From an optimization exercise on the open Yosys and OpenROAD flow, aimed at small area; shortcuts taken in it are not production practice. In this exercise RTL edits were held to simulation tests only and were not proved equivalent to the original.

Setup of run a:
Design main_calc_cu, start of the top module:
module  main_calc_cu (Clk, Reset, dataInBus, btl, btr, btd, btu, btc,
			sel1, sel2, sel3, sel4, sel5, sel6, sel7,
			add, sub, div, mult, gcd, isprime, sqrt, done,
			num1_out, num2_out,
			textOut);
Size in the first run: ~1500 cells after synthesis, about 300 I/O pins, about 0.011 mm2 of cells after synthesis.
export LEC_CHECK = 0
export ABC_AREA = 1
export CAP_MARGIN = 30
export CORE_MARGIN = 2
export CORE_UTILIZATION = 40
export GPL_TIMING_DRIVEN = 0
export SLEW_MARGIN = 30
create_clock -name core_clock -period 32.0 [get_ports {Clk}]
standard.sh (not shown) runs the stock make flow with config.mk's settings and CLKGATE_MAP_FILE= SYNTH_SCRIPT=/design/flow/synth_recipe.tcl, a recipe that flattens the netlist after the stock synthesis.
==> flow/flow/run.sh <==
#!/bin/bash
# Own flow: the standard layout with
#  - synthesis as the standard one, but with an area-oriented ABC script (flow/area.abc:
#    deepsyn, then choice computation and amap);
#    flip-flops are mapped before ABC runs, so the registers are the standard synthesis's;
#  - the smallest buffer on every port;
#  - a small clock tree without dummy loads;
#  - synthesis buffers removed before placement, placement not timing driven
#    (GPL_TIMING_DRIVEN 0 in config.mk; SLEW_MARGIN and CAP_MARGIN 40 so that repair
#    buffers the high-fanout nets this leaves);
#  - one tie cell each for the constant-0 and constant-1 outputs.
# Each tool's output goes to flow.log here and to ORFS's own logs under orfs/logs.
set -euo pipefail
W=$(pwd)
# ORFS synth.tcl with the ABC script swapped for ours
sed 's|^  log_cmd abc {\*}\$abc_args|  set abc_args [lreplace $abc_args 1 1 '"$W"'/flow/area.abc]\n  log_cmd abc {*}$abc_args|' \
  "$FLOW_HOME/scripts/synth.tcl" > "$W/own_synth_body.tcl"
grep -q "flow/area.abc" "$W/own_synth_body.tcl"
sed "s|source \$::env(SCRIPTS_DIR)/synth.tcl|source $W/own_synth_body.tcl|" synth_recipe.tcl > "$W/own_synth.tcl"
grep -q own_synth_body "$W/own_synth.tcl"
sed "s|SYNTH_SCRIPT=[^ ]*|SYNTH_SCRIPT=$W/own_synth.tcl|" standard.sh > "$W/own_standard.sh"
grep -q own_synth.tcl "$W/own_standard.sh"
export BUFFER_PORTS_ARGS="-buffer_cell sky130_fd_sc_hd__buf_1"
export CTS_ARGS="-sink_clustering_enable -repair_clock_nets -dont_use_dummy_load -buf_list sky130_fd_sc_hd__clkbuf_8 -sink_clustering_size 30 -sink_clustering_max_diameter 100"
# remove the synthesis buffers before placement (timing-driven placement, which would, is off)
export PRE_GLOBAL_PLACE_TCL="$W/flow/pre_gpl.tcl"
# one tie cell for the constant outputs
export SKIP_REPAIR_TIE_FANOUT=1
bash "$W/own_standard.sh" > "$W/flow.log" 2>&1
==> flow/flow/area.abc <==
strash
&get -n
&deepsyn -T 60
&put
dch -f
amap
topo
stime -c
==> flow/flow/pre_gpl.tcl <==
remove_buffers
--- input diff run a..run b ---
Settings: a change of CAP_MARGIN from 30 to 40; a change of SLEW_MARGIN from 30 to 40; a change of CORE_UTILIZATION from 40 to 55.
==> comparison <==
- Across run b and run a, none had a timing, DRC or antenna violation.
- When run b is set beside run a, its wire length the detailed router placed on met1 turns out to be 14% smaller.
- Run a vs run b, last element of the critical path: flag$_DFFE_PP_ vs acc[12]$_DFFE_PP_
- Going from run a to run b, worst setup slack for register-to-register paths now smaller; count of vias placed by the detailed router rose 3.7%; clock insertion delay at the later pin of the skew report was more or less identical; area of the die decreased 27%.
- Run comparison: run a top layer used by detailed routing met4; run b top layer used by detailed routing met5
- Relative to run a, final cycle utilization of the critical path has gone up in run b.
- Per the comparison of run b with run a, number of search-and-repair iterations in the first detailed-routing pass was more or less identical, routed wire length went down by 2.2%.

========
## v6
Another version of the RTL of main_calc_cu (not shown whole).
Size in the first run: roughly 60 flip-flops, ~300 I/O pins, about 11000 sq um of cells after synthesis.
clock: 32.0 ns
lec_check: 0
abc_area: 1
cap_margin: 20
core_margin: 2
core_utilization: 40
gpl_timing_driven: 0
slew_margin: 20
==> flow/flow/run.sh <==
#!/bin/bash
# Own flow: the standard layout with
#  - synthesis as the standard one, but with an area-oriented ABC script (flow/area.abc);
#    flip-flops are mapped before ABC runs, so the registers are the standard synthesis's;
#  - the smallest buffer on every port;
#  - a small clock tree without dummy loads;
#  - synthesis buffers removed before placement, placement not timing driven
#    (GPL_TIMING_DRIVEN 0 in config.mk), and power recovery (downsizing) after routing.
# Each tool's output goes to flow.log here and to ORFS's own logs under orfs/logs.
set -euo pipefail
W=$(pwd)
# ORFS synth.tcl with the ABC script swapped for ours
sed 's|^  log_cmd abc {\*}\$abc_args|  set abc_args [lreplace $abc_args 1 1 '"$W"'/flow/area.abc]\n  log_cmd abc {*}$abc_args|' \
  "$FLOW_HOME/scripts/synth.tcl" > "$W/own_synth_body.tcl"
grep -q "flow/area.abc" "$W/own_synth_body.tcl"
sed "s|source \$::env(SCRIPTS_DIR)/synth.tcl|source $W/own_synth_body.tcl|" synth_recipe.tcl > "$W/own_synth.tcl"
grep -q own_synth_body "$W/own_synth.tcl"
sed "s|SYNTH_SCRIPT=[^ ]*|SYNTH_SCRIPT=$W/own_synth.tcl|" standard.sh > "$W/own_standard.sh"
grep -q own_synth.tcl "$W/own_standard.sh"
export BUFFER_PORTS_ARGS="-buffer_cell sky130_fd_sc_hd__buf_1"
export CTS_ARGS="-sink_clustering_enable -repair_clock_nets -dont_use_dummy_load -buf_list sky130_fd_sc_hd__clkbuf_8 -sink_clustering_size 30 -sink_clustering_max_diameter 100"
# downsize cells on paths with slack to spare, after global routing
export RECOVER_POWER=100
# remove the synthesis buffers before placement (timing-driven placement, which would, is off)
export PRE_GLOBAL_PLACE_TCL="$W/flow/pre_gpl.tcl"
bash "$W/own_standard.sh" > "$W/flow.log" 2>&1
==> flow/flow/area.abc <==
strash
&get -n
&deepsyn -T 60
&put
dch -f
map -a
strash
dch -f
map -a
topo
stime -c
Scripts as last shown in full above: flow/flow/pre_gpl.tcl
What the final checks of v6 revealed, after a flow that finished every stage, was a layout that fails on max-capacitance violations, max-slew violations.
Edits applied to the flow inputs when going from v6 to v7:
- a change of CAP_MARGIN from 20 to 40
- a change of SLEW_MARGIN from 20 to 40
-- flow/flow/run.sh --
<<< v6, line 8
#    (GPL_TIMING_DRIVEN 0 in config.mk), and power recovery (downsizing) after routing.
>>> v7, line 8
#    (GPL_TIMING_DRIVEN 0 in config.mk).
<<< v6, line 22
# downsize cells on paths with slack to spare, after global routing
export RECOVER_POWER=100
>>> v7, line 22
<<< v6, line 26
>>> v7, line 24
# one tie cell for the constant outputs
export SKIP_REPAIR_TIE_FANOUT=1
Results
v7 finished every step from synthesis to the final layout, and the layout passed the timing, DRC and antenna checks. [compare] base=v6 new=v7: met2 global-route usage saw a decrease, cell count after placement dropped 2.6%. v6 → v7: finished layout cell area -160 sq um, placed instance area -210 sq um, highest clock rate +1.4%, met3 layer wire length in the routed design -1.2%, data arrival time at the worst-slack endpoint -240 ps. The met1 global-route usage number comes out higher for v6 vs v7. v7 vs v6 — cell count dropped 57. v7 improves on v6 in register-to-register path setup slack.

port drivers added, routing unchanged:
Ports are ideal in the flow. The routed layouts listed here were re-timed in OpenROAD. Step 1: set_driving_cell puts a clkbuf_16 on Clk and a buf_2 on each other input, an assumption about the parent block. Step 2 times the ports against the registers' clock, not the clock port: input delays grow and output delays shrink by t, the midpoint of the rising clock arrivals with the driver on. a / b / c = ideal / step 1 / step 2; a / b = the first two.
run | shift t [ns] | slack for setup (ns) | worst slew at a driven data input, ns
run a | 0.402 | 12.345 / 12.345 / 12.345 | 0.04
run b | 0.402 | 12.239 / 12.239 / 12.239 | 0.03
v6 | 0.413 | 12.920 / 12.920 / 12.920 | 0.05
v7 | 0.393 | 13.183 / 13.183 / 13.183 | 0.04
